This design comes from an exercise in tuning for small area, a short achievable clock period and few clock cycles on the open sky130 flow, not from production work. Where RTL was checked, it was by simulation tests only, not by an equivalence proof against the original. No functional check of the RTL was part of runs 8 and 9. No run shown here takes its clock network from TritonCTS; it comes from the design's own scripts or RTL. The flow treats the clock pin as an ideal source. Dropping or thinning the clock tree relies on that and would not hold on a real chip. Power and IR drop assume default switching activity.

$ cat flow/flow/run.sh
#!/bin/bash
# The standard layout, except:
#  - the port buffers are sky130_fd_sc_hd__buf_1 (buffer_ports otherwise
#    picks clkdlybuf4s50_1, a slow delay cell);
#  - the clock tree is four clkbuf_16 fed from the clock port, each driving
#    a quarter of the flip-flops (see mantree.tcl), in place of TritonCTS's
#    two-level H-tree.
set -euo pipefail
export BUFFER_PORTS_ARGS="-buffer_cell sky130_fd_sc_hd__buf_1"
export PRE_CTS_TCL="$PWD/flow/pre_cts.tcl"
bash standard.sh finish > standard_flow.log 2>&1
$ cat flow/flow/mantree.tcl
# Clock tree of NB clkbuf_16 buffers, each driving a slice of the flip-flops
# (sorted by x), all fed straight from the clock port.
proc manual_clock_tree { nb } {
  set block [ord::get_db_block]
  set clknet [$block findNet clk]
  set master [[ord::get_db] findMaster sky130_fd_sc_hd__clkbuf_16]
  set sinks {}
  foreach it [$clknet getITerms] {
    set inst [$it getInst]
    set bb [$inst getBBox]
    lappend sinks [list [expr {([$bb xMin] + [$bb xMax]) / 2}] [expr {([$bb yMin] + [$bb yMax]) / 2}] $it]
  }
  set sinks [lsort -integer -index 0 $sinks]
  set n [llength $sinks]
  for {set b 0} {$b < $nb} {incr b} {
    set lo [expr {$b * $n / $nb}]
    set hi [expr {($b + 1) * $n / $nb - 1}]
    set grp [lrange $sinks $lo $hi]
    set sx 0; set sy 0
    foreach s $grp { incr sx [lindex $s 0]; incr sy [lindex $s 1] }
    set cx [expr {$sx / [llength $grp]}]
    set cy [expr {$sy / [llength $grp]}]
    set inst [odb::dbInst_create $block $master clkman_$b]
    set net [odb::dbNet_create $block clkman_net_$b]
    $net setSigType CLOCK
    [$inst findITerm A] connect $clknet
    [$inst findITerm X] connect $net
    foreach s $grp {
      set it [lindex $s 2]
      $it disconnect
      $it connect $net
    }
    $inst setLocation $cx $cy
    $inst setPlacementStatus PLACED
  }
}
$ cat flow/flow/pre_cts.tcl
# Sourced by ORFS's cts.tcl before clock tree synthesis (PRE_CTS_TCL): build
# the clock tree by hand instead, as a few clkbuf_16 fed from the clock port.
source [file join [file dirname [info script]] mantree.tcl]
rename clock_tree_synthesis orfs_clock_tree_synthesis
proc clock_tree_synthesis { args } {
  manual_clock_tree 4
  set_propagated_clock [all_clocks]
}
$ cat flow/standard.sh
#!/bin/bash
# synth_recipe.tcl (not shown) runs the flow's synth.tcl, then flattens the netlist and writes it again
# the make line also repeats each setting of config.mk as NAME=value (left out here)
make -C /OpenROAD-flow-scripts/flow DESIGN_CONFIG=/design/flow/config.mk WORK_HOME=/design/flow/orfs CLKGATE_MAP_FILE= SYNTH_SCRIPT=/design/flow/synth_recipe.tcl "${@:-finish}"
$ cat flow/config.mk
export PLATFORM = sky130hd
export DESIGN_NAME = ni_apb_bridge
export DESIGN_NICKNAME = ni_apb_bridge
export VERILOG_FILES = /design/flow/design.v
export SDC_FILE = /design/flow/constraint.sdc
export NUM_CORES = 4
export LEC_CHECK = 0
export CAP_MARGIN = 20
export CORE_MARGIN = 2
export CORE_UTILIZATION = 50
export SETUP_SLACK_MARGIN = 3.2
export SLEW_MARGIN = 20
$ cat flow/constraint.sdc
create_clock -name core_clock -period 5.0 [get_ports {clk}]
set_input_delay 1.0000 -clock core_clock [delete_from_list [all_inputs] [get_ports {clk}]]
set_output_delay 1.0000 -clock core_clock [all_outputs]
set_load 0.01 [all_outputs]
$ cat flow/design.v
module ni_apb_bridge (
    input         clk,
    input         resetn,
    input  [15:0] i_flit,
    input         enable,
    output [15:0] o_flit,
    output        ready,
    output        valid_out,
    input  [31:0] prdata,
    input         pready,
    input         pslverr,
    output [13:0] paddr,
    output        psel,
    output        penable,
    output        pwrite,
    output [31:0] pwdata
);
  localparam [2:0] RX_IDLE = 3'b000, RX_B0 = 3'b001, RX_B1 = 3'b011, RX_B2 = 3'b010,
                   RX_B3 = 3'b110, RX_TL = 3'b111;
  localparam [2:0] BT_HD = 3'b000, BT_F1 = 3'b001, BT_F2 = 3'b011, BT_F3 = 3'b010,
                   BT_TL = 3'b110;
  reg [15:0] h_q, t_q, o_q;    
  reg [31:0] pw_q;             
  reg        e_q;              
  reg        rdy_q, psel_q, pen_q, vld_q;
  reg [2:0]  rx_q;
  reg        infl_q;           
  reg        pend_q;           
  reg [2:0]  bt_q;
  wire take   = rdy_q & enable;
  wire xend   = pen_q & pready;
  wire ofree  = ~vld_q | (bt_q == BT_TL);
  wire start  = (xend | pend_q) & ofree;
  wire [31:0] rd_perm = {prdata[1:0], prdata[31:18], prdata[17:2]};
  wire [31:0] wr_flit = {i_flit[2:1], i_flit[15:1], i_flit[15:1]};
  wire [31:0] pw_d    = pen_q ? rd_perm : wr_flit;
  wire ld0 = xend | (rx_q == RX_B0);
  wire ld1 = xend | (rx_q == RX_B1);
  wire ld2 = xend | (rx_q == RX_B2);
  always @(posedge clk) begin
    if (!resetn) begin
      rdy_q  <= 1'b1;
      rx_q   <= RX_IDLE;
      infl_q <= 1'b0;
      psel_q <= 1'b0;
      pen_q  <= 1'b0;
      pend_q <= 1'b0;
      vld_q  <= 1'b0;
    end else begin
      case (rx_q)
        RX_IDLE: if (take) rx_q <= RX_B0;
        RX_B0:   rx_q <= RX_B1;
        RX_B1:   rx_q <= RX_B2;
        RX_B2:   rx_q <= RX_B3;
        RX_B3:   rx_q <= RX_TL;
        default: rx_q <= RX_IDLE;
      endcase
      if (take) infl_q <= 1'b1;
      else if (start) infl_q <= 1'b0;
      rdy_q <= ~take & (rx_q == RX_IDLE || rx_q == RX_TL) & (~infl_q | start);
      if ((rx_q == RX_B0 && !i_flit[1]) || (rx_q == RX_B2 && pw_q[0])) psel_q <= 1'b1;
      else if (xend) psel_q <= 1'b0;
      pen_q  <= psel_q & ~xend;
      pend_q <= (xend | pend_q) & ~start;
      if (start) vld_q <= 1'b1;
      else if (bt_q == BT_TL) vld_q <= 1'b0;
    end
  end
  always @(posedge clk) begin
    if (rdy_q) h_q <= i_flit;
    if (rx_q == RX_TL) t_q <= i_flit;
    if (ld0) pw_q[14:0]  <= pw_d[14:0];
    if (ld1) pw_q[29:15] <= pw_d[29:15];
    if (ld2) pw_q[31:30] <= pw_d[31:30];
    if (pen_q) e_q <= pslverr;
    if (ofree) begin
      o_q  <= h_q;
      bt_q <= BT_HD;
    end else begin
      case (bt_q)
        BT_HD:   begin o_q <= {2'b00, pw_q[29:16]};      bt_q <= BT_F1; end
        BT_F1:   begin o_q <= pw_q[15:0];                bt_q <= BT_F2; end
        BT_F2:   begin o_q <= {pw_q[31:30], e_q, 13'b0}; bt_q <= BT_F3; end
        default: begin o_q <= t_q;                       bt_q <= BT_TL; end
      endcase
    end
  end
  assign ready     = rdy_q;
  assign valid_out = vld_q;
  assign o_flit    = o_q;
  assign psel      = psel_q;
  assign penable   = pen_q;
  assign paddr     = pw_q[14:1];
  assign pwrite    = pw_q[0];
  assign pwdata    = pw_q;
endmodule
==> run_results.csv, run 1 <==
group,metric,value,unit
synth,ys_warn_count,1,
grt,antenna_found_initial,0,
placement,io_buffers,119,
synth,synthCells,325,
sta,drv_slew,0,
sta,worstMarginPinSlew,0.6085,ns
synth,synth.avg_cell_area,11.72,sq um
synth,synthTopCellsByArea,"edfxtp_1, dfxtp_1, nand2_1",
flow_run,maxCapViolCount,0,
grt,grt_max_degree,26,
synth,synth-edff-count,65,
routing,avgRoutedWirePerCell,17.47,microns
sta,finalHoldViolCount,0,
hold_path,hold_start,"psel_q",
finish,area_growth,16.89,%
synth,synth_commonest_cells,"nand2_1, edfxtp_1, dfxtp_1",
worst_setup_path,worst-path-buf-inv,1,
worst_setup_path,worstSetupEndpointType,"primary output",
finish,nNetsFinal,480,
routing,avgViaCountPerCell,5.174,
synth,synthFlopType,"edfxtp_1",
floorplan,initial_core_util,51.95,%
sta,skew,0.007382,ns
sta,period_needed,1.779,ns
power,p_int,1132,uW
synth,ys_ff_latch,93,
power,seq_power_share,62.8,%
grt,grt_overflow,0,
synth,ys_types,28,
worst_setup_path,ff2ff_path_depth,3,
grt,grt_use_total,21.32,%
worst_setup_path,critPathMaxStageDelay,0.46,ns
worst_setup_path,crit_path_start_kind,"flip-flop",
power,power,1485,uW
sta,rsz0062_at_grt,"true",
floorplan,boundaryPins,120,
routing,firstDrtPassIters,4,
placement,dp_hpwl,6141,microns
worst_setup_path,reg2reg_setup_slack,3.35,ns
routing,antenna_left,0,
power,netSwitchingPower,353.0,uW
synth,yosys.area.top_type,"edfxtp_1",
routing,routed_wl,9155,microns
worst_setup_path,crit_path_max_fanout,2,
worst_setup_path,r2r-start,"bt_q[2]",
sta,tns,0,ns
routing,vias,2711,
sta,slew_headroom,59.39,%
power,power.share.clock,22.5,%
clocking,clkLatencyLatePin,0.16,ns
floorplan,die-height,91.28,microns
synth,async_reset_ff_share,0,%
routing,drc,0,
grt,grt_pass1_wl,13860,microns
power,switching_share,23.77,%
clocking,clk_pin_slew,0.09,ns
finish,antenna_cells,0,
worst_setup_path,critPathTopFamily,"flip-flops",
floorplan,core-area,7331,sq um
synth,yosysTopAreaCellShare,51.25,%
placement,globalplace.congestion,0.8536,
power,p_comb_share,14.7,%
finish,drive_gt1_share,8.941,%
finish,fill_cells,620,
hold_path,holdPathStages,2,
worst_setup_path,cp_data_arrival_time,0.78,ns
hold_path,min_path_type,"reg -> reg",
worst_setup_path,worst_path_max_delay_cell,"edfxtp_1",
floorplan,die_x,91.28,microns
hold_path,min_to,"psel_q",
worst_setup_path,r2r_end,"vld_q",
worst_setup_path,crit_chain,"clkbuf_2",
power,ir_drop,0.1897,mV
worst_setup_path,required,4.00,ns
sta,fin_crit_sh,35.58,%
grt,grt_pass1_vias,2516,
sta,final-setup-viol-count,0,
synth,syn_area,3809,sq um
routing,drt-initial-drc-count,96,
floorplan,num_rows,31,
worst_setup_path,worstSetupPathType,"reg -> out",
power,p_leak,0.001629,uW
synth,yosysMostFrequentCell,"nand2_1",
sta,fmax,562.1,MHz
status,outcome,"complete, no violations",
synth,yosysSeqAreaShare,65.97,%
power,power_density,333.6,nW/um^2
synth,synth_nets,378,
floorplan,fp.dieArea,8331,sq um
==> cell usage in the layout, fill, tap and decap left out, drive strengths merged <==
master,Yosys,final
a41oi,2,2
a31oi,13,13
mux4,1,1
edfxtp,65,65
and2,2,2
mux2,13,13
and2b,1,1
o21ai,17,17
nor3b,2,2
nand2b,16,16
nand4b,2,2
buf,22,125
a21oi,19,19
nand2,84,84
nand3b,1,1
bufbuf,0,2
clkbuf,10,5
inv,4,4
nor2,4,4
nor3,4,4
a32oi,2,2
o31ai,1,1
and3b,1,1
xor2,1,1
a32o,1,1
o21a,5,5
and3,4,4
dfxtp,28,28
==> cell families (layout without fill, tap and decap cells) <==
family          Yosys count  count (layout)  share of synthesized area [%]
simple gates            121             121                          14.62
xor+xnor                  1               1                         0.2300
compound gates           60              60                          9.232
mux                      14              14                          4.435
buf+inv                  36             136                          5.519
flops                    93              93                          65.97
==> power groups by stage <==
stage,logic [uW],clock network (uW),registers (uW)
4_1_cts,216,340,934
5_1_grt,242,363,939
3_5_place_dp,190,0,960
6_report,218,334,932
2_1_floorplan,107,0,968
3_3_place_gp,188,0,961
==> through the flow <==
step / instance area (sq um) / std cells / hold WS (ns) / setup WS, ns / utilization [%]
6_report: 4452 / 524 / 0.4956 / 3.221 / 60.73
5_1_grt: 4452 / 524 / 0.5344 / 3.195 / 60.73
4_1_cts: 4423 / 523 / 0.4884 / 3.214 / 60.33
3_5_place_dp: 4207 / 514 / 0.4747 / 2.689 / 57.38
3_3_place_gp: 4207 / 514 / 0.4699 / 2.803 / 57.38
2_1_floorplan: 3809 / 325 / 0.4810 / 2.985 / -
==> worst max-delay path by stage <==
| stage | startpoint | endpoint | slack, ns | depth (start not counted) |
|---|---|---|---|---|
| final | pw_q[15] | pwdata[15] | 3.22 | 1 |
| after floorplan | pready | pw_q[0] | 2.98 | 2 |
| after detailed placement | bt_q[0] | o_q[15] | 2.69 | 3 |
| after global placement | bt_q[0] | o_q[14] | 2.80 | 3 |
| after global routing | pw_q[15] | pwdata[15] | 3.20 | 1 |
| after CTS | bt_q[2] | o_q[14] | 3.21 | 3 |
==> layer usage <==
layer | track usage (%) | vias to the layer above | share of wire [%]
met4 | 2.273 | 0 | 0.93
met5 | 0 | - | 0
li1 | - | 1334 | -
met1 | 33.22 | 1260 | 47
met3 | 2.158 | 5 | 6.9
met2 | 33.64 | 112 | 45
==> state kept, by name, indices dropped and copies added (netlist names) <==
| name | count |
|---|---|
| rx_q | 3 |
| rdy_q | 1 |
| e_q | 1 |
| infl_q | 1 |
| t_q | 16 |
| h_q | 16 |
| pen_q | 1 |
| o_q | 16 |
| bt_q | 3 |
| pend_q | 1 |
| vld_q | 1 |
| pw_q | 32 |
| psel_q | 1 |
==> repair_timing <==
| action | 4_1_cts | 5_1_grt |
|---|---|---|
| gates resized for setup | 13 | 7 |
| buffers inserted | 3 | 1 |
| cloned | 2 | 0 |
| endpoints found under the setup margin | 23 | 45 |
| hold buffers | 0 | 0 |
==> cell type report <==
| type | instances | area (sq um) | share of cell area, % |
|---|---|---|---|
| Sequential cell | 93 | 2529 | 56.80 |
| Multi-Input combinational cell | 196 | 1091 | 24.51 |
| Timing Repair Buffer | 128 | 593.1 | 13.32 |
| Tap cell | 99 | 123.9 | 2.782 |
| Buffer | 4 | 100.1 | 2.248 |
| Inverter | 4 | 15.01 | 0.3373 |
Testbench counts, summed over its fixed seeds: cycles 10,485.
==> inputs of run 2 (changes only) <==
--- a/flow/config.mk
+++ b/flow/config.mk
@@ -9,4 +9,5 @@
 export CORE_MARGIN = 2
 export CORE_UTILIZATION = 50
-export SETUP_SLACK_MARGIN = 3.2
+export PLACE_DENSITY = 0.8
+export SETUP_SLACK_MARGIN = 3.15
 export SLEW_MARGIN = 20
==> run_results.csv, run 2 <==
group,metric,value,unit
sta,whs,0.4996,ns
routing,drc,0,
power,ir_drop,0.2214,mV
placement,io_buffers,119,
sta,rsz0062_at_grt,"false",
placement,pre_cts_ws,2.770,ns
sta,period_needed,1.778,ns
floorplan,initial_core_util,51.95,%
worst_setup_path,worstSetupPathType,"reg -> out",
synth,ys_types,28,
grt,grt_pass1_vias,2673,
synth,ys_ff_latch,93,
clocking,clkLatencyLatePin,0.16,ns
finish,largest_reg_flops,32,
grt,grt_overflow,0,
floorplan,fp.dieArea,8331,sq um
finish,area_growth,14.13,%
hold_path,min_path_type,"reg -> reg",
worst_setup_path,worst_path_max_delay_cell,"edfxtp_1",
sta,worstMarginPinSlew,0.8103,ns
synth,synthTopCellsByArea,"edfxtp_1, dfxtp_1, nand2_1",
power,p_leak,0.001579,uW
placement,globalplace.congestion,0.8608,
synth,synthFlopType,"edfxtp_1",
hold_path,min_to,"psel_q",
synth,yosysMostFrequentCell,"nand2_1",
worst_setup_path,cp_data_arrival_time,0.78,ns
hold_path,hold_start,"psel_q",
floorplan,die_x,91.28,microns
routing,routed_wl,8884,microns
sta,tns,0,ns
worst_setup_path,crit_path_start_kind,"flip-flop",
routing,drt-initial-drc-count,286,
worst_setup_path,reg2reg_setup_slack,3.27,ns
sta,fin_crit_sh,35.57,%
routing,avgRoutedWirePerCell,17.05,microns
grt,grt_max_degree,50,
grt,grt_use_total,20.36,%
synth,synthCells,325,
sta,final-setup-viol-count,0,
synth,synth_nets,378,
synth,synth-edff-count,65,
sta,skew,0.01081,ns
finish,drive_gt1_share,7.346,%
finish,mostFrequentLayoutCells,"buf_1, nand2_1, edfxtp_1",
worst_setup_path,ff2ff_path_depth,3,
power,power_density,338.5,nW/um^2
synth,ys_warn_count,1,
routing,firstDrtPassIters,5,
sta,fmax,562.3,MHz
routing,antenna_left,0,
synth,async_reset_ff_share,0,%
worst_setup_path,required,4.00,ns
floorplan,die-height,91.28,microns
clocking,clk_pin_slew,0.09,ns
worst_setup_path,critPathMaxStageDelay,0.46,ns
synth,synth_commonest_cells,"nand2_1, edfxtp_1, dfxtp_1",
worst_setup_path,worstSetupEndpointType,"primary output",
finish,nNetsFinal,477,
clocking,hold_buffers,0,
finish,antenna_cells,0,
grt,grt_pass1_wl,13590,microns
routing,avgViaCountPerCell,5.351,
worst_setup_path,r2r-start,"bt_q[0]",
hold_path,holdPathStages,2,
finish,final_common_cell,"buf_1",
worst_setup_path,r2r_end,"o_q[14]",
flow_run,maxCapViolCount,0,
grt,antenna_found_initial,0,
synth,syn_area,3809,sq um
sta,timing.final.ws_setup,3.222,ns
sta,slew_headroom,45.98,%
finish,largest-register,"pw_q",
sta,drv_slew,0,
floorplan,num_rows,31,
sta,finalHoldViolCount,0,
worst_setup_path,critPathTopFamily,"flip-flops",
worst_setup_path,crit_path_max_fanout,2,
placement,dp_hpwl,6531,microns
floorplan,core-area,7331,sq um
floorplan,boundaryPins,120,
worst_setup_path,worst-path-buf-inv,1,
synth,yosys.area.top_type,"edfxtp_1",
status,outcome,"complete, no violations",
synth,yosysTopAreaCellShare,51.25,%
synth,synth.avg_cell_area,11.72,sq um
worst_setup_path,crit_chain,"buf_1",
routing,vias,2788,
synth,yosysSeqAreaShare,65.97,%
## run 2: cell count changes in the layout (fill, tap and decap cells not counted), sizes merged
cell / delta
bufbuf: -2
clkbuf: -1
## run 2: cell type report
class | count | area [sq um]
Multi-Input combinational cell | 196 | 1090
Inverter | 4 | 15.01
Timing Repair Buffer | 125 | 495.5
Sequential cell | 93 | 2522
Tap cell | 99 | 123.9
Buffer | 4 | 100.1
Fill cell | 599 | 2984
## run 2: worst max-delay path by stage
stage | from | to | slack [ns] | cells after the start
floorplan | pready | pw_q[0] | 2.98 | 2
global placement | bt_q[0] | o_q[14] | 2.90 | 3
detailed placement | bt_q[0] | o_q[14] | 2.77 | 3
CTS | rdy_q | ready | 3.13 | 1
global route | pready | pw_q[10] | 3.16 | 4
finish | pw_q[29] | pwdata[29] | 3.22 | 1
## run 2: kinds of logic after synthesis
family	after synthesis	share of synthesized area, %
simple gates	121	14.62
flops	93	65.97
compound gates	60	9.232
buf+inv	36	5.519
mux	14	4.435
xor+xnor	1	0.2300
## run 2: repair_timing
item	CTS	global route
gates resized for setup	7	2
buffers inserted	0	3
setup endpoints to repair	20	16
## run 2: tightest hold or removal path: cells and delay by family (launching register included)
kind	cells	cell delay [ns]
AOI/OAI and AO/OA	1	0.06
and+or+nand+nor	1	0.07
DFF	1	0.33
## run 2: per-stage QoR
| step | cell area, sq um | std cells | total power, uW | util, % |
|---|---|---|---|---|
| 2_1_floorplan | 3809 | 325 | 1075 | - |
| 3_3_place_gp | 4207 | 514 | 1144 | 57.38 |
| 3_5_place_dp | 4207 | 514 | 1153 | 57.38 |
| 4_1_cts | 4318 | 518 | 1473 | 58.90 |
| 5_1_grt | 4347 | 521 | 1528 | 59.29 |
| 6_report | 4347 | 521 | 1471 | 59.29 |
## run 2: report_power, final
part           internal [uW]  leakage, uW  total [uW]  switching [uW]
Combinational           74.9     0.000687         204             129
Clock                    146    0.0000493         330             183
Sequential               900     0.000842         938            38.3
## run 2: layer usage
layer / global-route usage, % / wire length, microns
met1: 27.91 / 3669
met2: 35.99 / 4440
met3: 2.241 / 660
met4: 2.778 / 113
met5: 0 / 0
==> inputs of run 3 (changes only) <==
--- a/flow/config.mk
+++ b/flow/config.mk
@@ -10,4 +10,4 @@
 export CORE_UTILIZATION = 50
 export PLACE_DENSITY = 0.8
-export SETUP_SLACK_MARGIN = 3.15
+export SETUP_SLACK_MARGIN = 3.25
 export SLEW_MARGIN = 20
==> run_results.csv, run 3 <==
group,metric,value,unit
synth,ys_ff_latch,93,
synth,async_reset_ff_share,0,%
synth,synth_commonest_cells,"nand2_1, edfxtp_1, dfxtp_1",
power,seq_power_share,62.7,%
sta,finalHoldViolCount,0,
worst_setup_path,critPathMaxStageDelay,0.46,ns
grt,grt_pass1_vias,2721,
power,ir_drop,0.2388,mV
routing,avgRoutedWirePerCell,17.47,microns
floorplan,die-height,91.28,microns
synth,yosysSeqAreaShare,65.97,%
synth,synthFlopType,"edfxtp_1",
sta,whs,0.5267,ns
grt,antenna_found_initial,0,
synth,yosysMostFrequentCell,"nand2_1",
finish,final_common_cell,"buf_1",
power,power_density,334.6,nW/um^2
clocking,clkLatencyLatePin,0.16,ns
synth,synth-edff-count,65,
worst_setup_path,crit_chain,"clkbuf_2",
finish,largest_reg_flops,32,
synth,syn_area,3809,sq um
worst_setup_path,crit_path_max_fanout,2,
sta,final-setup-viol-count,0,
floorplan,initial_core_util,51.95,%
floorplan,boundaryPins,120,
routing,firstDrtPassIters,6,
synth,synth_nets,378,
placement,place_inst,514,
power,power.share.clock,22.2,%
grt,grt_overflow,0,
worst_setup_path,critPathTopFamily,"flip-flops",
synth,synthTopCellsByArea,"edfxtp_1, dfxtp_1, nand2_1",
worst_setup_path,worst_path_max_delay_cell,"edfxtp_1",
routing,drc,0,
routing,antenna_left,0,
sta,timing.final.ws_setup,3.219,ns
worst_setup_path,cp_data_arrival_time,0.78,ns
floorplan,core-area,7331,sq um
placement,pre_cts_ws,2.770,ns
sta,fin_crit_sh,35.62,%
grt,grt_max_degree,50,
worst_setup_path,worst-path-buf-inv,1,
power,p_leak,0.001695,uW
synth,ys_types,28,
synth,yosysTopAreaCellShare,51.25,%
routing,vias,2849,
sta,slew_headroom,46.98,%
power,netSwitchingPower,359.3,uW
synth,yosys.area.top_type,"edfxtp_1",
placement,dp_hpwl,6531,microns
placement,io_buffers,119,
power,p_comb_share,15.1,%
finish,stdcell_count,531,
synth,synthCells,325,
sta,skew,0.007214,ns
worst_setup_path,crit_path_start_kind,"flip-flop",
sta,drv_slew,0,
hold_path,min_path_type,"reg -> reg",
sta,rsz0062_at_grt,"true",
synth,ys_warn_count,1,
routing,avgViaCountPerCell,5.365,
routing,routed_wl,9279,microns
sta,period_needed,1.781,ns
power,p_int,1134,uW
grt,grt_use_total,20.79,%
floorplan,num_rows,31,
finish,mostFrequentLayoutCells,"buf_1, nand2_1, edfxtp_1",
synth,synth.avg_cell_area,11.72,sq um
placement,globalplace.congestion,0.8608,
worst_setup_path,required,4.00,ns
clocking,hold_buffers,0,
sta,tns,0,ns
finish,nNetsFinal,487,
worst_setup_path,worstSetupEndpointType,"primary output",
status,outcome,"complete, no violations",
sta,fmax,561.5,MHz
finish,drive_gt1_share,14.81,%
flow_run,maxCapViolCount,0,
finish,largest-register,"pw_q",
finish,antenna_cells,0,
power,switching_share,24.06,%
finish,area_growth,17.18,%
grt,grt_pass1_wl,13850,microns
floorplan,fp.dieArea,8331,sq um
routing,drt-initial-drc-count,285,
clocking,clk_pin_slew,0.09,ns
sta,worstMarginPinSlew,0.7953,ns
floorplan,die_x,91.28,microns
finish,finalCoreUtilization,60.88,%
worst_setup_path,worstSetupPathType,"reg -> out",
## run 3: cell count changes in the layout (fill, tap and decap cells not counted), sizes merged
cell,delta
clkbuf,+20
buf,-10
## run 3: power by group through the flow
stage          Clock, uW  Sequential (uW)  Combinational, uW
2_1_floorplan          0              968                107
3_3_place_gp           0              961                183
3_5_place_dp           0              962                191
4_1_cts              336              936                208
5_1_grt              358              942                247
6_report             332              936                226
## run 3: layout make-up
cell class | instances | area [sq um]
inverters | 4 | 15.01
flip-flops and latches | 93 | 2525
multi-input cells | 196 | 1100
repair buffers | 135 | 599.3
fillers | 584 | 2868
plain buffers | 4 | 100.1
well taps | 99 | 123.9
## run 3: cells by family (layout without fill, tap and decap cells)
kind of cell / Yosys count / count (layout) / share of synthesized area (%)
AND/OR/NAND/NOR: 121 / 121 / 14.62
flip-flops: 93 / 93 / 65.97
multiplexers: 14 / 14 / 4.435
buffers and inverters: 36 / 143 / 5.519
XOR/XNOR: 1 / 1 / 0.2300
AO/OA/AOI/OAI: 60 / 60 / 9.232
## run 3: metal layers
layer	track usage (%)	up-vias	routed length [microns]
met2	36.67	162	4614
li1	-	1345	-
met1	28.29	1322	3713
met5	0	-	0
met4	3.283	0	170
met3	2.407	20	780
## run 3: stage by stage
stage / total power, uW / cell area (sq um)
finish: 1493 / 4463
global route: 1547 / 4463
CTS: 1480 / 4359
detailed placement: 1153 / 4207
global placement: 1144 / 4207
floorplan: 1075 / 3809
## run 3: path summary, 6_finish.rpt
kind / from / endpoint / slack (ns) / cells past startpoint
setup / recovery: pw_q[29] / pwdata[29] / 3.22 / 1
hold / removal: psel_q / psel_q / 0.53 / 2
setup reg to reg: bt_q[1] / o_q[13] / 3.36 / 3
hold reg to reg: psel_q / psel_q / 0.53 / 2
## run 3: repair_timing
action / 4_1_cts / 5_1_grt
setup endpoints to repair: 49 / 72
resized for setup: 11 / 24
cloned: 0 / 1
buffers inserted: 4 / 8
==> inputs of run 4 (changes only) <==
--- a/flow/config.mk
+++ b/flow/config.mk
@@ -8,6 +8,6 @@
 export CAP_MARGIN = 20
 export CORE_MARGIN = 2
-export CORE_UTILIZATION = 50
+export CORE_UTILIZATION = 55
 export PLACE_DENSITY = 0.8
-export SETUP_SLACK_MARGIN = 3.25
+export SETUP_SLACK_MARGIN = 3.2
 export SLEW_MARGIN = 20
==> run_results.csv, run 4 <==
group,metric,value,unit
synth,ys_ff_latch,93,
worst_setup_path,critPathTopFamily,"flip-flops",
floorplan,num_rows,30,
sta,finalHoldViolCount,0,
floorplan,die_x,87.22,microns
routing,avgRoutedWirePerCell,17.00,microns
finish,area_growth,13.86,%
placement,io_buffers,119,
flow_run,maxCapViolCount,0,
finish,stdcell_count,502,
synth,synthCells,325,
synth,synth_commonest_cells,"nand2_1, edfxtp_1, dfxtp_1",
sta,final-setup-viol-count,0,
worst_setup_path,cp.depth,1,
placement,dp_hpwl,6134,microns
synth,yosys.area.top_type,"edfxtp_1",
finish,final_common_cell,"buf_1",
power,p_leak,0.001586,uW
synth,synth.avg_cell_area,11.72,sq um
worst_setup_path,required,4.00,ns
sta,rsz0062_at_grt,"true",
worst_setup_path,crit_path_start_kind,"flip-flop",
sta,tns,0,ns
clocking,hold_buffers,0,
sta,period_needed,1.858,ns
hold_path,min_path_type,"reg -> reg",
grt,grt_pass1_vias,2487,
worst_setup_path,crit_path_max_fanout,19,
worst_setup_path,reg2reg_setup_slack,3.31,ns
finish,nNetsFinal,477,
worst_setup_path,cp_data_arrival_time,0.86,ns
sta,drv_slew,0,
synth,synthFlopType,"edfxtp_1",
synth,synthTopCellsByArea,"edfxtp_1, dfxtp_1, nand2_1",
synth,ys_types,28,
sta,timing.final.ws_setup,3.142,ns
sta,fin_crit_sh,37.16,%
power,ir_drop,0.2521,mV
synth,synth_nets,378,
worst_setup_path,r2r-start,"rx_q[1]",
finish,largest_reg_flops,32,
grt,grt_overflow,0,
floorplan,initial_core_util,56.37,%
routing,antenna_left,0,
worst_setup_path,crit_chain,"buf_1",
synth,syn_area,3809,sq um
synth,yosysSeqAreaShare,65.97,%
floorplan,die-height,87.22,microns
placement,place_inst,495,
routing,routed_wl,8535,microns
finish,drive_gt1_share,8.057,%
finish,largest-register,"pw_q",
status,outcome,"complete, no violations",
synth,synth-edff-count,65,
finish,antenna_cells,0,
synth,async_reset_ff_share,0,%
synth,yosysMostFrequentCell,"nand2_1",
clocking,clkLatencyLatePin,0.15,ns
power,power_density,337.7,nW/um^2
floorplan,core-area,6756,sq um
routing,vias,2741,
hold_path,holdPathStages,2,
sta,fmax,538.2,MHz
worst_setup_path,worstSetupEndpointType,"primary output",
routing,firstDrtPassIters,5,
worst_setup_path,worst_path_max_delay_cell,"dfxtp_4",
grt,antenna_found_initial,0,
synth,yosysTopAreaCellShare,51.25,%
worst_setup_path,r2r_end,"rdy_q",
finish,mostFrequentLayoutCells,"buf_1, nand2_1, edfxtp_1",
sta,worstMarginPinSlew,0.8059,ns
floorplan,boundaryPins,120,
grt,grt_max_degree,50,
sta,skew,0.007472,ns
grt,grt_use_total,21.38,%
clocking,clk_pin_slew,0.09,ns
worst_setup_path,ff2ff_path_depth,3,
worst_setup_path,worstSetupPathType,"reg -> out",
hold_path,min_to,"psel_q",
hold_path,hold_start,"psel_q",
grt,grt_pass1_wl,12560,microns
worst_setup_path,worst-path-buf-inv,1,
floorplan,fp.dieArea,7606,sq um
routing,drc,0,
routing,drt-initial-drc-count,319,
sta,slew_headroom,46.27,%
worst_setup_path,critPathMaxStageDelay,0.52,ns
routing,avgViaCountPerCell,5.460,
placement,globalplace.congestion,0.8862,
synth,ys_warn_count,1,
placement,pre_cts_ws,2.826,ns
==> run 4: metal layers <==
layer | up-vias | routed length [microns] | track usage, %
met5 | - | 0 | 0
met1 | 1270 | 3556 | 30.99
li1 | 1325 | - | -
met2 | 140 | 4196 | 36.71
met4 | 0 | 57 | 1.538
met3 | 6 | 724 | 2.559
==> run 4: layout make-up <==
type / count / area, sq um
multi-input cells: 196 / 1100
flip-flops and latches: 93 / 2522
plain buffers: 4 / 100.1
well taps: 80 / 100.1
inverters: 4 / 15.01
repair buffers: 125 / 499.2
fillers: 531 / 2420
==> run 4: worst max path at each step <==
stage                    to  startpoint
floorplan           pw_q[0]      pready
CTS                   ready       rdy_q
detailed placement  o_q[15]     bt_q[0]
global placement    o_q[14]     bt_q[0]
finish                ready       rdy_q
global route          ready       rdy_q
==> run 4: cells by family (layout without fill, tap and decap cells) <==
family,after synthesis,after routing,synth area share [%]
compound gates,60,60,9.232
xor+xnor,1,1,0.2300
buf+inv,36,133,5.519
flops,93,93,65.97
mux,14,14,4.435
simple gates,121,121,14.62
==> run 4: what timing repair did <==
item	in CTS	in global routing
setup buffers	1	1
gates cloned	0	1
gates resized for setup	7	7
setup endpoints to repair	35	39
hold endpoints to repair	0	0
==> run 4: worst reg2reg max path: stages, from the launching register on <==
cell,delay (ns)
dfxtp_1,0.47
and3_1,0.73
nor2_1,0.12
o31ai_1,0.28
==> run 4: metrics by stage <==
| step | utilization [%] | area (sq um) | hold slack (ns) | total power [uW] |
|---|---|---|---|---|
| after global placement | 61.91 | 4183 | 0.4611 | 1143 |
| after floorplan | - | 3809 | 0.4810 | 1075 |
| after CTS | 63.69 | 4303 | 0.4707 | 1466 |
| final | 64.19 | 4337 | 0.4686 | 1464 |
| after global routing | 64.19 | 4337 | 0.5107 | 1517 |
| after detailed placement | 61.91 | 4183 | 0.4591 | 1151 |
==> run 4: power by group <==
group / total, uW / leakage [uW] / internal (uW) / switching, uW
Combinational: 198 / 0.000694 / 74.5 / 123
Sequential: 942 / 0.000842 / 900 / 42.4
Clock: 325 / 0.0000493 / 146 / 178
Total: 1460 / 0.00159 / 1120 / 344
==> inputs of run 5 (changes only) <==
--- a/flow/config.mk
+++ b/flow/config.mk
@@ -8,5 +8,5 @@
 export CAP_MARGIN = 20
 export CORE_MARGIN = 2
-export CORE_UTILIZATION = 55
+export CORE_UTILIZATION = 45
 export PLACE_DENSITY = 0.8
 export SETUP_SLACK_MARGIN = 3.2
==> run_results.csv, run 5 <==
group,metric,value,unit
sta,whs,0.4745,ns
worst_setup_path,critPathMaxStageDelay,0.48,ns
worst_setup_path,reg2reg_setup_slack,3.27,ns
synth,syn_area,3809,sq um
flow_run,maxCapViolCount,0,
sta,skew,0.007306,ns
routing,drc,0,
power,netSwitchingPower,347.3,uW
synth,yosysSeqAreaShare,65.97,%
synth,async_reset_ff_share,0,%
worst_setup_path,worst_path_max_delay_cell,"edfxtp_1",
clocking,clk_pin_slew,0.08,ns
routing,drt-initial-drc-count,259,
grt,grt_max_degree,50,
routing,firstDrtPassIters,5,
floorplan,fp.dieArea,9216,sq um
routing,avgViaCountPerCell,5.289,
finish,antenna_cells,0,
sta,drv_slew,0,
sta,fmax,554.5,MHz
worst_setup_path,crit_path_start_kind,"flip-flop",
grt,grt_overflow,0,
floorplan,die_x,96,microns
synth,yosysTopAreaCellShare,51.25,%
worst_setup_path,cp_data_arrival_time,0.80,ns
floorplan,boundaryPins,120,
hold_path,min_path_type,"reg -> reg",
power,ir_drop,0.1963,mV
finish,largest-register,"pw_q",
synth,synth_nets,378,
status,outcome,"complete, no violations",
placement,place_inst,520,
placement,pre_cts_ws,2.795,ns
finish,largest_reg_flops,32,
synth,synthTopCellsByArea,"edfxtp_1, dfxtp_1, nand2_1",
finish,stdcell_count,529,
worst_setup_path,crit_chain,"clkbuf_2",
sta,tns,0,ns
sta,rsz0062_at_grt,"true",
power,p_leak,0.001599,uW
synth,synth.avg_cell_area,11.72,sq um
synth,synth_commonest_cells,"nand2_1, edfxtp_1, dfxtp_1",
synth,synth-edff-count,65,
routing,routed_wl,8962,microns
finish,final_common_cell,"buf_1",
synth,ys_warn_count,1,
synth,ys_ff_latch,93,
finish,nNetsFinal,479,
floorplan,num_rows,33,
routing,avgRoutedWirePerCell,16.94,microns
synth,ys_types,28,
power,power.share.clock,21.9,%
worst_setup_path,worstSetupPathType,"reg -> out",
finish,drive_gt1_share,8.726,%
routing,antenna_left,0,
synth,yosys.area.top_type,"edfxtp_1",
floorplan,core-area,8217,sq um
synth,yosysMostFrequentCell,"nand2_1",
power,p_int,1125,uW
sta,fin_crit_sh,36.07,%
power,switching_share,23.59,%
grt,antenna_found_initial,0,
grt,grt_use_total,18.35,%
worst_setup_path,required,4.00,ns
worst_setup_path,worst-path-buf-inv,1,
grt,grt_pass1_wl,13050,microns
sta,timing.final.ws_setup,3.196,ns
clocking,clkLatencyLatePin,0.15,ns
placement,dp_hpwl,6427,microns
worst_setup_path,crit_path_max_fanout,3,
power,seq_power_share,63.8,%
power,power_density,335.7,nW/um^2
routing,vias,2798,
sta,final-setup-viol-count,0,
synth,synthCells,325,
sta,worstMarginPinSlew,0.7772,ns
finish,area_growth,15.14,%
floorplan,initial_core_util,46.35,%
worst_setup_path,critPathTopFamily,"flip-flops",
worst_setup_path,worstSetupEndpointType,"primary output",
sta,finalHoldViolCount,0,
grt,grt_pass1_vias,2484,
floorplan,die-height,96,microns
finish,mostFrequentLayoutCells,"buf_1, nand2_1, edfxtp_1",
clocking,hold_buffers,0,
sta,slew_headroom,48.19,%
sta,period_needed,1.804,ns
worst_setup_path,ff2ff_path_depth,3,
synth,synthFlopType,"edfxtp_1",
placement,globalplace.congestion,0.8998,
power,p_comb_share,14.2,%
hold_path,holdPathStages,2,
worst_setup_path,cp.depth,1,
placement,io_buffers,119,
## run 5: cell types whose count changed in the layout (fill, tap and decap cells not counted), sizes merged
| cell | previous run | this run |
|---|---|---|
| buf | 124 | 125 |
| clkbuf | 5 | 6 |
## run 5: timing repair
action | in CTS | in global routing
endpoints found under the setup margin | 35 | 35
pin swaps | 0 | 0
buffers inserted | 1 | 4
gates resized for setup | 9 | 6
## run 5: power by group through the flow
stage / clock network [uW] / registers [uW] / logic (uW)
after detailed placement: 0 / 963 / 190
after floorplan: 0 / 968 / 107
after global routing: 354 / 946 / 231
final: 323 / 939 / 210
after global placement: 0 / 961 / 185
after CTS: 327 / 946 / 194
## run 5: worst reg2reg max path, stage by stage (launching register included)
cell and delay, ns:
dfxtp_1 0.49, and3_1 0.72, nor2_1 0.12, o31ai_1 0.30
## run 5: layer usage
metal  share of wire (%)  GRT usage [%]  up-vias
met5                   0              0        -
met4                 1.8          3.571        0
met3                 7.5          1.488       16
met2                  50          30.32      146
met1                  41          26.83     1312
li1                    -              -     1324
## run 5: kinds of logic after synthesis
group           count (synthesis)  share of synthesized area [%]
mux                            14                          4.435
buf+inv                        36                          5.519
simple gates                  121                          14.62
flops                          93                          65.97
xor+xnor                        1                         0.2300
compound gates                 60                          9.232
## run 5: path summary, 6_finish.rpt
kind | startpoint | to
worst max register to register | rx_q[1] | rdy_q
worst min register to register | psel_q | psel_q
worst max-delay path | pw_q[13] | pwdata[13]
worst min-delay path | psel_q | psel_q
## run 5: final cells by class
cell class,instances,area (sq um)
multi-input combinational,196,1097
fill,708,3831
buffer,4,100.1
tap,105,131.4
inverter,4,15.01
timing repair buffer,127,516.7
sequential,93,2525
## run 5: metrics by stage
| step | util, % | cell area (sq um) | total power [uW] |
|---|---|---|---|
| global placement | 51.29 | 4214 | 1146 |
| CTS | 52.81 | 4339 | 1467 |
| floorplan | - | 3809 | 1075 |
| finish | 53.37 | 4385 | 1472 |
| global route | 53.37 | 4385 | 1531 |
| detailed placement | 51.29 | 4214 | 1153 |
==> inputs of run 6 (changes only) <==
--- a/flow/config.mk
+++ b/flow/config.mk
@@ -8,5 +8,5 @@
 export CAP_MARGIN = 20
 export CORE_MARGIN = 2
-export CORE_UTILIZATION = 45
+export CORE_UTILIZATION = 50
 export PLACE_DENSITY = 0.8
 export SETUP_SLACK_MARGIN = 3.2
==> run_results.csv, run 6 <==
group,metric,value,unit
synth,ys_ff_latch,93,
floorplan,die_x,91.28,microns
finish,finalCoreUtilization,59.41,%
finish,antenna_cells,0,
placement,dp_hpwl,6531,microns
placement,placed_area,4207,sq um
finish,nNetsFinal,477,
sta,fmax,562.6,MHz
floorplan,die-height,91.28,microns
floorplan,boundaryPins,120,
hold_path,holdPathStages,2,
grt,grt_pass1_vias,2694,
sta,tns,0,ns
routing,routed_wl,8950,microns
synth,yosysSeqAreaShare,65.97,%
power,power_density,339.0,nW/um^2
finish,mostFrequentLayoutCells,"buf_1, nand2_1, edfxtp_1",
sta,drv_slew,0,
sta,period_needed,1.777,ns
floorplan,fp.dieArea,8331,sq um
synth,async_reset_ff_share,0,%
worst_setup_path,crit_path_start_kind,"flip-flop",
sta,finalHoldViolCount,0,
synth,yosysTopAreaCellShare,51.25,%
synth,yosysMostFrequentCell,"nand2_1",
routing,top_layer_used,"met4",
worst_setup_path,critPathTopFamily,"flip-flops",
synth,ys_types,28,
worst_setup_path,worstSetupEndpointType,"primary output",
worst_setup_path,r2r_end,"pw_q[23]",
placement,io_buffers,119,
routing,firstDrtPassIters,5,
synth,syn_area,3809,sq um
routing,avgViaCountPerCell,5.395,
synth,synth.avg_cell_area,11.72,sq um
routing,drc,0,
power,ir_drop,0.2218,mV
worst_setup_path,worst-path-buf-inv,1,
synth,synthFlopType,"edfxtp_1",
worst_setup_path,cp_data_arrival_time,0.78,ns
sta,fin_crit_sh,35.55,%
clocking,clkLatencyLatePin,0.16,ns
finish,final_common_cell,"buf_1",
worst_setup_path,worstSetupPathType,"reg -> out",
worst_setup_path,required,4.00,ns
placement,globalplace.congestion,0.8608,
worst_setup_path,critPathMaxStageDelay,0.46,ns
finish,largest-register,"pw_q",
sta,whs,0.5029,ns
power,p_leak,0.001587,uW
floorplan,initial_core_util,51.95,%
finish,drive_gt1_share,7.820,%
synth,yosys.area.top_type,"edfxtp_1",
synth,synth_nets,378,
grt,grt_use_total,20.54,%
clocking,clk_pin_slew,0.09,ns
sta,final-setup-viol-count,0,
routing,met3WireLength,734,microns
sta,slew_headroom,48.45,%
grt,grt_max_degree,50,
worst_setup_path,r2r-start,"pen_q",
sta,rsz0062_at_grt,"true",
routing,avgRoutedWirePerCell,17.18,microns
hold_path,min_path_type,"reg -> reg",
finish,fin_area,4355,sq um
sta,skew,0.01423,ns
routing,antenna_left,0,
floorplan,num_rows,31,
sta,worstMarginPinSlew,0.7732,ns
grt,grt_pass1_wl,13700,microns
routing,vias,2811,
routing,drt-initial-drc-count,315,
worst_setup_path,reg2reg_setup_slack,3.34,ns
worst_setup_path,crit_chain,"clkbuf_2",
synth,synthCells,325,
synth,synth-edff-count,65,
status,outcome,"complete, no violations",
synth,ys_warn_count,1,
hold_path,hold_start,"psel_q",
finish,area_growth,14.36,%
flow_run,maxCapViolCount,0,
finish,largest_reg_flops,32,
grt,antenna_found_initial,0,
hold_path,min_to,"psel_q",
worst_setup_path,ff2ff_path_depth,4,
worst_setup_path,worst_path_max_delay_cell,"edfxtp_1",
routing,met2_length,4430,microns
synth,synth_commonest_cells,"nand2_1, edfxtp_1, dfxtp_1",
synth,synthTopCellsByArea,"edfxtp_1, dfxtp_1, nand2_1",
clocking,hold_buffers,0,
routing,wl_met1,3677,microns
worst_setup_path,crit_path_max_fanout,2,
floorplan,core-area,7331,sq um
grt,grt_overflow,0,
## run 6: timing repair
item / in CTS / in global routing
setup endpoints to repair: 20 / 42
gates cloned: 0 / 0
pin swaps: 0 / 0
resized for setup: 7 / 6
buffers inserted: 1 / 2
## run 6: power breakdown
group | switching (uW) | leakage (uW) | internal (uW) | total (uW)
clock | 187 | 0.0000493 | 147 | 333
sequential | 38.6 | 0.000843 | 899 | 938
combinational | 129 | 0.000695 | 76.0 | 205
total | 355 | 0.00159 | 1120 | 1480
## run 6: layout make-up
| type | instances | area (sq um) |
|---|---|---|
| Fill cell | 596 | 2975 |
| Inverter | 4 | 15.01 |
| Timing Repair Buffer | 125 | 501.7 |
| Tap cell | 99 | 123.9 |
| Buffer | 4 | 100.1 |
| Sequential cell | 93 | 2525 |
| Multi-Input combinational cell | 196 | 1090 |
## run 6: kinds of logic (layout without fill, tap and decap cells)
kind of cell | after synthesis | after routing | synth area share [%]
multiplexers | 14 | 14 | 4.435
XOR/XNOR | 1 | 1 | 0.2300
AND/OR/NAND/NOR | 121 | 121 | 14.62
AO/OA/AOI/OAI | 60 | 60 | 9.232
buffers and inverters | 36 | 133 | 5.519
flip-flops | 93 | 93 | 65.97
## run 6: how the worst max path moves through the flow
stage | startpoint | end | slack [ns] | cells past startpoint
2_1_floorplan | pready | pw_q[0] | 2.98 | 2
3_3_place_gp | bt_q[0] | o_q[14] | 2.90 | 3
3_5_place_dp | bt_q[0] | o_q[14] | 2.77 | 3
4_1_cts | rdy_q | ready | 3.13 | 1
5_1_grt | pw_q[29] | pwdata[29] | 3.19 | 1
6_report | pw_q[29] | pwdata[29] | 3.22 | 1
## run 6: metrics by stage
stage | worst slack, ns | std cells | power (uW)
after floorplan | 2.985 | 325 | 1075
after global placement | 2.900 | 514 | 1144
after detailed placement | 2.770 | 514 | 1153
after CTS | 3.128 | 519 | 1474
after global routing | 3.191 | 521 | 1529
final | 3.223 | 521 | 1477
## run 6: per-layer routing
layer / GRT usage, % / vias to the layer above
met4: 3.030 / 0
met2: 36.36 / 166
li1: - / 1327
met1: 27.91 / 1307
met5: 0 / -
met3: 2.407 / 11
==> inputs of run 7 (changes only) <==
--- a/flow/flow/pre_cts.tcl
+++ b/flow/flow/pre_cts.tcl
@@ -4,5 +4,5 @@
 rename clock_tree_synthesis orfs_clock_tree_synthesis
 proc clock_tree_synthesis { args } {
-  manual_clock_tree 4
+  manual_clock_tree 3
   set_propagated_clock [all_clocks]
 }
==> run_results.csv, run 7 <==
group,metric,value,unit
worst_setup_path,crit_chain,"clkbuf_2",
placement,placed_area,4207,sq um
grt,grt_max_degree,50,
routing,avgRoutedWirePerCell,17.02,microns
power,seq_power_share,64.9,%
grt,grt_use_total,20.39,%
grt,grt_pass1_vias,2650,
finish,fin_area,4385,sq um
sta,timing.final.ws_setup,3.190,ns
power,netSwitchingPower,349.1,uW
grt,grt_overflow,0,
sta,drv_slew,0,
synth,ys_warn_count,1,
floorplan,boundaryPins,120,
finish,final_common_cell,"buf_1",
routing,antenna_left,0,
synth,synthFlopType,"edfxtp_1",
finish,mostFrequentLayoutCells,"buf_1, nand2_1, edfxtp_1",
power,power.share.clock,20.2,%
floorplan,num_rows,31,
power,switching_share,24.19,%
worst_setup_path,reg2reg_setup_slack,3.40,ns
synth,synth_nets,378,
synth,synth-edff-count,65,
synth,synthTopCellsByArea,"edfxtp_1, dfxtp_1, nand2_1",
sta,period_needed,1.810,ns
finish,drive_gt1_share,10.77,%
grt,gr-max-usage-layer,"met2",
routing,routed_wl,8950,microns
synth,yosysSeqAreaShare,65.97,%
worst_setup_path,critPathMaxStageDelay,0.47,ns
worst_setup_path,crit_path_start_kind,"flip-flop",
worst_setup_path,worst-path-buf-inv,1,
floorplan,die_x,91.28,microns
worst_setup_path,crit_path_max_fanout,2,
synth,yosysTopAreaCellShare,51.25,%
synth,syn_area,3809,sq um
finish,regArea,2525,sq um
synth,synthCells,325,
routing,drt-initial-drc-count,253,
finish,nNetsFinal,482,
synth,ys_types,28,
grt,use_met3,2.158,%
synth,synth_commonest_cells,"nand2_1, edfxtp_1, dfxtp_1",
worst_setup_path,critPathTopFamily,"flip-flops",
finish,area_growth,15.14,%
power,p_int,1094,uW
sta,slew_headroom,47.56,%
floorplan,core-area,7331,sq um
sta,fmax,552.5,MHz
finish,stdcell_count,526,
flow_run,maxCapViolCount,0,
sta,whs,0.5033,ns
floorplan,initial_core_util,51.95,%
finish,multi_input_area,1090,sq um
synth,async_reset_ff_share,0,%
worst_setup_path,required,4.00,ns
power,p_leak,0.001627,uW
placement,pre_cts_ws,2.770,ns
placement,globalplace.congestion,0.8608,
finish,antenna_cells,0,
routing,vias,2791,
placement,place_inst,514,
finish,largest_reg_flops,32,
synth,yosys.area.top_type,"edfxtp_1",
sta,final-setup-viol-count,0,
worst_setup_path,cp_data_arrival_time,0.81,ns
synth,ys_ff_latch,93,
power,power_density,329.0,nW/um^2
placement,dp_hpwl,6531,microns
hold_path,holdPathStages,2,
routing,avgViaCountPerCell,5.306,
finish,largest-register,"pw_q",
clocking,clk_pin_slew,0.11,ns
grt,grt_pass1_wl,13630,microns
sta,skew,0.008485,ns
power,p_comb_share,14.9,%
hold_path,min_path_type,"reg -> reg",
clocking,clkLatencyLatePin,0.17,ns
synth,synth.avg_cell_area,11.72,sq um
grt,use_met2,35.74,%
worst_setup_path,worst_path_max_delay_cell,"edfxtp_1",
synth,yosysMostFrequentCell,"nand2_1",
floorplan,fp.dieArea,8331,sq um
worst_setup_path,ff2ff_path_depth,3,
sta,tns,0,ns
finish,fill_cells,598,
status,outcome,"complete, no violations",
power,ir_drop,0.2339,mV
routing,drc,0,
worst_setup_path,worstSetupEndpointType,"primary output",
grt,gr-usage-met1,28.55,%
routing,firstDrtPassIters,5,
floorplan,die-height,91.28,microns
sta,finalHoldViolCount,0,
sta,fin_crit_sh,36.20,%
grt,antenna_found_initial,0,
worst_setup_path,cp.depth,1,
sta,worstMarginPinSlew,0.7865,ns
placement,io_buffers,119,
worst_setup_path,worstSetupPathType,"reg -> out",
sta,rsz0062_at_grt,"true",
run 7: cell counts after synthesis:
No cell type changed its count.
run 7: logic make-up (layout without fill, tap and decap cells):
logic type	after synthesis	in the layout	synth area share (%)
AO/OA/AOI/OAI	60	60	9.232
multiplexers	14	14	4.435
XOR/XNOR	1	1	0.2300
AND/OR/NAND/NOR	121	121	14.62
flip-flops	93	93	65.97
buffers and inverters	36	138	5.519
run 7: through the flow:
step / power [uW] / utilization [%]
2_1_floorplan: 1075 / -
3_3_place_gp: 1144 / 57.38
3_5_place_dp: 1153 / 57.38
4_1_cts: 1434 / 58.70
5_1_grt: 1499 / 59.82
6_report: 1443 / 59.82
run 7: final timing paths:
path | startpoint | end
setup reg to reg | rx_q[1] | rdy_q
hold / removal | psel_q | psel_q
hold reg to reg | psel_q | psel_q
setup / recovery | pw_q[29] | pwdata[29]
run 7: timing repair:
action | in CTS | in global routing
cloned | 0 | 0
hold buffers | 0 | 0
endpoints found under the setup margin | 21 | 48
pin swaps | 0 | 0
gates resized for setup | 8 | 13
setup buffers | 1 | 8
run 7: per-layer routing:
layer  vias to the layer above  part of all wire (%)
met3                        10                   7.5
met5                         -                     0
li1                       1339                     -
met1                      1317                    42
met4                         0                   1.1
met2                       125                    50
run 7: final cells by class:
cell class	instances	share of cell area, %
Multi-Input combinational cell	196	24.85
Buffer	3	1.712
Tap cell	99	2.825
Timing Repair Buffer	131	12.70
Inverter	4	0.3424
Sequential cell	93	57.57
run 7: power groups by stage:
stage | logic (uW) | registers (uW) | clock network, uW
6_report | 214 | 937 | 292
5_1_grt | 236 | 943 | 321
4_1_cts | 194 | 944 | 297
3_5_place_dp | 191 | 962 | 0
3_3_place_gp | 183 | 961 | 0
2_1_floorplan | 107 | 968 | 0
==> inputs of run 8 (changes only) <==
--- a/flow/design.v
+++ b/flow/design.v
@@ -33,8 +33,12 @@
   wire start  = (xend | pend_q) & ofree;
   wire [31:0] rd_perm = {prdata[1:0], prdata[31:18], prdata[17:2]};
-  wire [31:0] wr_flit = {i_flit[2:1], i_flit[15:1], i_flit[15:1]};
-  wire [31:0] pw_d    = pen_q ? rd_perm : wr_flit;
-  wire ld0 = xend | (rx_q == RX_B0);
-  wire ld1 = xend | (rx_q == RX_B1);
+  wire sel0 = (rx_q == RX_B0);
+  wire sel1 = (rx_q == RX_B1);
+  wire sel2 = (rx_q == RX_B2) & ~pen_q;
+  wire [31:0] pw_d = {sel2 ? i_flit[2:1]  : rd_perm[31:30],
+                      sel1 ? i_flit[15:1] : rd_perm[29:15],
+                      sel0 ? i_flit[15:1] : rd_perm[14:0]};
+  wire ld0 = xend | sel0;
+  wire ld1 = xend | sel1;
   wire ld2 = xend | (rx_q == RX_B2);
   always @(posedge clk) begin
--- a/flow/flow/pre_cts.tcl
+++ b/flow/flow/pre_cts.tcl
@@ -4,5 +4,5 @@
 rename clock_tree_synthesis orfs_clock_tree_synthesis
 proc clock_tree_synthesis { args } {
-  manual_clock_tree 3
+  manual_clock_tree 4
   set_propagated_clock [all_clocks]
 }
==> run_results.csv, run 8 <==
group,metric,value,unit
status,outcome,"complete, no violations",
finish,drive_gt1_share,18.83,%
grt,antenna_found_initial,0,
sta,final-setup-viol-count,0,
synth,synthFlopType,"edfxtp_1",
floorplan,num_rows,32,
routing,drc,0,
floorplan,core-area,7687,sq um
synth,synthTopCellsByArea,"edfxtp_1, dfxtp_1, mux2_2",
power,power.share.clock,21.8,%
power,p_leak,0.001587,uW
finish,final_common_cell,"buf_1",
synth,synth-edff-count,65,
synth,synth_top_family_by_area,"multiplexers",
sta,fin_crit_sh,35.33,%
synth,synthCells,281,
synth,synth_fa_ha_area_share,0,%
synth,async_reset_ff_share,0,%
synth,yosys.area_share.simple,6.563,%
synth,synth_nets,334,
clocking,clk_pin_slew,0.09,ns
floorplan,die_x,92.84,microns
power,p_int,1151,uW
synth,synth.area.mux_share,13.98,%
worst_setup_path,worst_path_max_delay_cell,"dfxtp_4",
hold_path,min_path_type,"reg -> reg",
finish,finalCoreUtilization,58.43,%
power,power_density,334.0,nW/um^2
grt,grt_pass1_vias,2431,
sta,tns,0,ns
finish,area_growth,13.82,%
worst_setup_path,crit_path_max_fanout,13,
floorplan,boundaryPins,120,
sta,worstMarginPinSlew,0.6793,ns
synth,synth_commonest_cells,"edfxtp_1, mux2_2, dfxtp_1",
synth,ys_ff_latch,93,
finish,largest_reg_flops,32,
synth,ys_types,33,
finish,fin_area,4492,sq um
grt,grt_use_total,18.35,%
worst_setup_path,worstSetupEndpointType,"primary output",
floorplan,die-height,92.84,microns
worst_setup_path,crit_path_start_kind,"flip-flop",
power,power,1500,uW
finish,nNetsFinal,432,
routing,vias,2572,
synth,synth.avg_cell_area,14.04,sq um
placement,globalplace.congestion,0.7351,
synth,syn_area,3946,sq um
routing,routed_wl,8386,microns
routing,antenna_left,0,
sta,drv_slew,0,
sta,rsz0062_at_grt,"true",
worst_setup_path,critPathMaxStageDelay,0.44,ns
worst_setup_path,worstSetupPathType,"reg -> out",
grt,grt_max_degree,25,
synth,synth_compound_area_share,9.290,%
sta,slew_headroom,54.66,%
finish,mostFrequentLayoutCells,"buf_1, edfxtp_1, mux2_2",
power,netSwitchingPower,349.7,uW
synth,yosys.area.top_type,"edfxtp_1",
worst_setup_path,required,4.00,ns
sta,skew,0.006404,ns
sta,finalHoldViolCount,0,
flow_run,maxCapViolCount,0,
power,seq_power_share,62.6,%
placement,dp_hpwl,5618,microns
power,p_comb_share,15.6,%
synth,yosysSeqAreaShare,63.67,%
synth,yosysTopAreaCellShare,49.46,%
worst_setup_path,worst-path-buf-inv,1,
routing,firstDrtPassIters,4,
grt,grt_overflow,0,
routing,avgViaCountPerCell,5.370,
worst_setup_path,cp_data_arrival_time,0.77,ns
placement,placed_area,4294,sq um
finish,antenna_cells,0,
worst_setup_path,critPathTopFamily,"flip-flops",
power,switching_share,23.31,%
synth,yosysMostFrequentCell,"edfxtp_1",
power,ir_drop,0.2075,mV
floorplan,initial_core_util,51.33,%
grt,grt_pass1_wl,12590,microns
synth,synth_xor_area_share,0.2219,%
sta,fmax,566.1,MHz
routing,avgRoutedWirePerCell,17.51,microns
placement,io_buffers,119,
finish,largest-register,"pw_q",
synth,ys_warn_count,1,
clocking,clkLatencyLatePin,0.15,ns
floorplan,fp.dieArea,8619,sq um
routing,drt-initial-drc-count,132,
sta,period_needed,1.767,ns
worst_setup_path,crit_chain,"clkbuf_2",
[run 8: cell type report]
cell class / instances / area [sq um]
inverters: 4 / 15.01
flip-flops and latches: 93 / 2526
fillers: 661 / 3196
multi-input cells: 152 / 1212
repair buffers: 124 / 510.5
well taps: 102 / 127.6
plain buffers: 4 / 100.1
[run 8: timing repair]
item	CTS	global route
hold buffers	0	0
setup endpoints to repair	70	69
pin swaps	0	0
setup buffers	3	2
gates resized for setup	8	7
[run 8: worst paths after layout]
path,startpoint,to,slack (ns),cells after the start
worst max-delay path,vld_q,valid_out,3.23,1
worst max register to register,bt_q[2],vld_q,3.37,3
worst min register to register,psel_q,pen_q,0.49,2
worst min-delay path,psel_q,pen_q,0.49,2
[run 8: metrics by stage]
step / instances / hold slack, ns / setup WS, ns
2_1_floorplan: 281 / 0.4810 / 3.251
3_3_place_gp: 470 / 0.4692 / 2.740
3_5_place_dp: 470 / 0.4734 / 2.614
4_1_cts: 477 / 0.4887 / 3.101
5_1_grt: 479 / 0.5178 / 3.185
6_report: 479 / 0.4868 / 3.233
[run 8: per-layer routing]
metal	vias to the layer above	routed length [microns]	track usage [%]
li1	1224	-	-
met1	1233	3557	24.65
met2	102	4233	33.21
met3	13	472	1.546
met4	0	123	2.696
met5	-	0	0
[run 8: power groups by stage]
stage / Clock (uW) / Combinational [uW] / Sequential (uW)
2_1_floorplan: 0 / 144 / 966
3_3_place_gp: 0 / 205 / 965
3_5_place_dp: 0 / 209 / 967
4_1_cts: 331 / 226 / 940
5_1_grt: 353 / 255 / 947
6_report: 327 / 234 / 940
[run 8: logic make-up (layout without fill, tap and decap cells)]
family                    count (synthesis)  count (layout)
DFF                                      93              93
AOI/OAI and AO/OA                        60              60
and+or+nand+nor                          46              46
muxes                                    45              45
buffers and inverters                    36             132
xor gates and xnor gates                  1               1
==> inputs of run 9 (changes only) <==
--- a/flow/design.v
+++ b/flow/design.v
@@ -18,6 +18,4 @@
   localparam [2:0] RX_IDLE = 3'b000, RX_B0 = 3'b001, RX_B1 = 3'b011, RX_B2 = 3'b010,
                    RX_B3 = 3'b110, RX_TL = 3'b111;
-  localparam [2:0] BT_HD = 3'b000, BT_F1 = 3'b001, BT_F2 = 3'b011, BT_F3 = 3'b010,
-                   BT_TL = 3'b110;
   reg [15:0] h_q, t_q, o_q;    
   reg [31:0] pw_q;             
@@ -27,8 +25,8 @@
   reg        infl_q;           
   reg        pend_q;           
-  reg [2:0]  bt_q;
+  reg [3:0]  bt_q;             
   wire take   = rdy_q & enable;
   wire xend   = pen_q & pready;
-  wire ofree  = ~vld_q | (bt_q == BT_TL);
+  wire ofree  = ~vld_q | bt_q[3];
   wire start  = (xend | pend_q) & ofree;
   wire [31:0] rd_perm = {prdata[1:0], prdata[31:18], prdata[17:2]};
@@ -68,5 +66,5 @@
       pend_q <= (xend | pend_q) & ~start;
       if (start) vld_q <= 1'b1;
-      else if (bt_q == BT_TL) vld_q <= 1'b0;
+      else if (bt_q[3]) vld_q <= 1'b0;
     end
   end
@@ -80,12 +78,11 @@
     if (ofree) begin
       o_q  <= h_q;
-      bt_q <= BT_HD;
+      bt_q <= 4'b0000;
     end else begin
-      case (bt_q)
-        BT_HD:   begin o_q <= {2'b00, pw_q[29:16]};      bt_q <= BT_F1; end
-        BT_F1:   begin o_q <= pw_q[15:0];                bt_q <= BT_F2; end
-        BT_F2:   begin o_q <= {pw_q[31:30], e_q, 13'b0}; bt_q <= BT_F3; end
-        default: begin o_q <= t_q;                       bt_q <= BT_TL; end
-      endcase
+      bt_q <= {bt_q[2:0], ~|bt_q[2:0]};
+      o_q  <= ({16{~|bt_q[2:0]}} & {2'b00, pw_q[29:16]})
+            | ({16{bt_q[0]}} & pw_q[15:0])
+            | ({16{bt_q[1]}} & {pw_q[31:30], e_q, 13'b0})
+            | ({16{bt_q[2]}} & t_q);
     end
   end
==> run_results.csv, run 9 <==
group,metric,value,unit
worst_setup_path,required,4.00,ns
worst_setup_path,critPathTopFamily,"flip-flops",
grt,grt_overflow,0,
floorplan,initial_core_util,51.49,%
grt,grt_max_degree,25,
finish,area_growth,15.46,%
grt,grt_pass1_vias,2323,
placement,dp_hpwl,5604,microns
finish,fin_area,4289,sq um
finish,largest-register,"pw_q",
power,power_density,350.7,nW/um^2
routing,avgViaCountPerCell,5.335,
routing,firstDrtPassIters,5,
finish,fill_cells,577,
finish,final_common_cell,"buf_1",
synth,synth.avg_cell_area,15.41,sq um
synth,synth_commonest_cells,"edfxtp_1, dfxtp_1, mux2_2",
synth,ys_warn_count,1,
finish,nNetsFinal,401,
finish,regArea,2536,sq um
sta,worstMarginPinSlew,0.7599,ns
sta,fin_crit_sh,35.52,%
sta,period_needed,1.776,ns
floorplan,core-area,7214,sq um
worst_setup_path,crit_path_max_fanout,3,
finish,antenna_cells,0,
clocking,clkLatencyLatePin,0.15,ns
worst_setup_path,worst-path-buf-inv,1,
sta,skew,0.002091,ns
worst_setup_path,crit_path_start_kind,"flip-flop",
synth,synthFlopType,"edfxtp_1",
routing,drt-initial-drc-count,147,
worst_setup_path,worstSetupEndpointType,"primary output",
floorplan,die_x,90.20,microns
sta,fmax,563.1,MHz
finish,largest_reg_flops,32,
hold_path,holdPathStages,2,
synth,ys_ff_latch,94,
power,ir_drop,0.2330,mV
synth,yosysMostFrequentCell,"edfxtp_1",
grt,antenna_found_initial,0,
hold_path,min_path_type,"reg -> reg",
sta,finalHoldViolCount,0,
routing,routed_wl,8174,microns
worst_setup_path,worst_path_max_delay_cell,"edfxtp_1",
grt,grt_use_total,18.85,%
grt,grt_pass1_wl,12260,microns
synth,synthTopCellsByArea,"edfxtp_1, dfxtp_1, mux2_2",
finish,multi_input_area,992.2,sq um
synth,async_reset_ff_share,0,%
placement,placed_area,4094,sq um
worst_setup_path,ff2ff_path_depth,3,
synth,yosys.area.top_type,"edfxtp_1",
worst_setup_path,reg2reg_setup_slack,3.34,ns
clocking,hold_buffers,0,
flow_run,maxCapViolCount,0,
sta,drv_slew,0,
synth,syn_area,3715,sq um
routing,antenna_left,0,
sta,final-setup-viol-count,0,
synth,synth_nets,294,
worst_setup_path,cp.depth,1,
floorplan,boundaryPins,120,
synth,synthCells,241,
placement,globalplace.congestion,0.7679,
synth,yosysTopAreaCellShare,52.54,%
floorplan,fp.dieArea,8135,sq um
floorplan,die-height,90.20,microns
hold_path,min_to,"o_q[15]",
routing,avgRoutedWirePerCell,18.37,microns
floorplan,num_rows,31,
worst_setup_path,crit_chain,"buf_1",
synth,synth-edff-count,65,
routing,drc,0,
worst_setup_path,cp_data_arrival_time,0.78,ns
sta,tns,0,ns
worst_setup_path,worstSetupPathType,"reg -> out",
finish,mostFrequentLayoutCells,"buf_1, edfxtp_1, dfxtp_1",
finish,drive_gt1_share,16.47,%
hold_path,hold_start,"h_q[15]",
status,outcome,"complete, no violations",
worst_setup_path,r2r_end,"pw_q[5]",
clocking,clk_pin_slew,0.09,ns
synth,yosysSeqAreaShare,68.17,%
sta,slew_headroom,49.27,%
worst_setup_path,critPathMaxStageDelay,0.46,ns
routing,vias,2374,
synth,ys_types,32,
sta,rsz0062_at_grt,"false",
worst_setup_path,r2r-start,"rx_q[0]",
power,p_leak,0.001473,uW
placement,io_buffers,119,
-- run 9: cell count changes in the layout (fill, tap and decap cells not counted), moves of 3 or more --
cell / change
a21oi_1: -12
a221oi_1: +14
a222oi_1: +3
a31oi_1: -13
buf_4: +8
dfxtp_1: +5
mux2_2: -12
nand2_1: -15
nor2_1: +11
o21a_1: -5
o21ai_0: -10
o2bb2ai_1: +13
-- run 9: what timing repair did --
action	in CTS	in global routing
resized for setup	2	5
pin swaps	1	0
buffers inserted	6	4
setup endpoints to repair	63	31
-- run 9: cell families (layout without fill, tap and decap cells) --
| family | Yosys count | count (layout) | share of synthesized area [%] |
|---|---|---|---|
| buffers and inverters | 31 | 136 | 5.692 |
| AOI/OAI and AO/OA | 43 | 43 | 9.161 |
| DFF | 94 | 94 | 68.17 |
| and+or+nand+nor | 42 | 42 | 6.770 |
| muxes | 31 | 31 | 10.21 |
-- run 9: area by class of cell --
cell class / instances / area share [%]
inverters: 2 / 0.1750
repair buffers: 130 / 12.34
well taps: 99 / 2.888
plain buffers: 4 / 2.334
flip-flops and latches: 94 / 59.13
multi-input cells: 116 / 23.13
-- run 9: power by group --
| part | internal (uW) | switching, uW | leakage [uW] |
|---|---|---|---|
| registers | 908 | 39.6 | 0.000848 |
| clock network | 147 | 185 | 0.0000493 |
| logic | 98.8 | 126 | 0.000575 |
| total | 1150 | 351 | 0.00147 |
-- run 9: routing by layer --
layer,vias to the layer above,global-route usage [%],share of wire [%]
met5,-,0,0
met1,1173,25.62,41
met2,80,34.09,53
met4,0,2.179,0.87
li1,1113,-,-
met3,8,1.760,4.8
-- run 9: worst max path at each step --
| stage | from | endpoint | slack (ns) |
|---|---|---|---|
| 3_5_place_dp | rx_q[0] | pw_q[7] | 2.70 |
| 5_1_grt | pready | pw_q[26] | 3.20 |
| 6_report | pw_q[13] | pwdata[13] | 3.22 |
| 4_1_cts | rdy_q | ready | 2.97 |
| 2_1_floorplan | rdy_q | ready | 3.29 |
| 3_3_place_gp | rx_q[0] | pw_q[6] | 2.78 |
-- run 9: per-stage QoR --
| step | setup WS, ns | power [uW] | hold slack (ns) | utilization [%] | cells |
|---|---|---|---|---|---|
| after floorplan | 3.288 | 1109 | 0.4178 | - | 241 |
| after global placement | 2.778 | 1169 | 0.4256 | 56.75 | 431 |
| after detailed placement | 2.701 | 1176 | 0.4339 | 56.75 | 431 |
| after CTS | 2.967 | 1502 | 0.4552 | 58.85 | 441 |
| after global routing | 3.196 | 1564 | 0.4916 | 59.45 | 445 |
| final | 3.224 | 1504 | 0.4593 | 59.45 | 445 |

[re-timing with driven ports]
No port has a modelled driver above. Below, the same layouts with a new extraction and two added sets of constraints.
Step 1 assumes that a clkbuf_16 drives the clock port and a buf_2 every other input.
Step 2, shift: input delay + t, output delay - t, t = (earliest + latest rising clock arrival at the registers) / 2. This alone moves slack from input paths to output paths.
a / b / c = no drivers / after step 1 / after step 2; a / b = the first two.
run	t, ns	slack for setup (ns)
run 1	0.227	3.221 / 3.147 / 3.118
run 2	0.223	3.222 / 3.152 / 3.040
run 3	0.223	3.219 / 3.148 / 3.080
run 4	0.221	3.142 / 3.072 / 3.106
run 5	0.222	3.196 / 3.125 / 3.023
run 6	0.225	3.223 / 3.153 / 3.051
run 7	0.228	3.190 / 3.132 / 3.069
run 8	0.220	3.233 / 3.166 / 3.155
run 9	0.224	3.224 / 3.152 / 3.058
After both steps setup and hold are still met in every run listed.
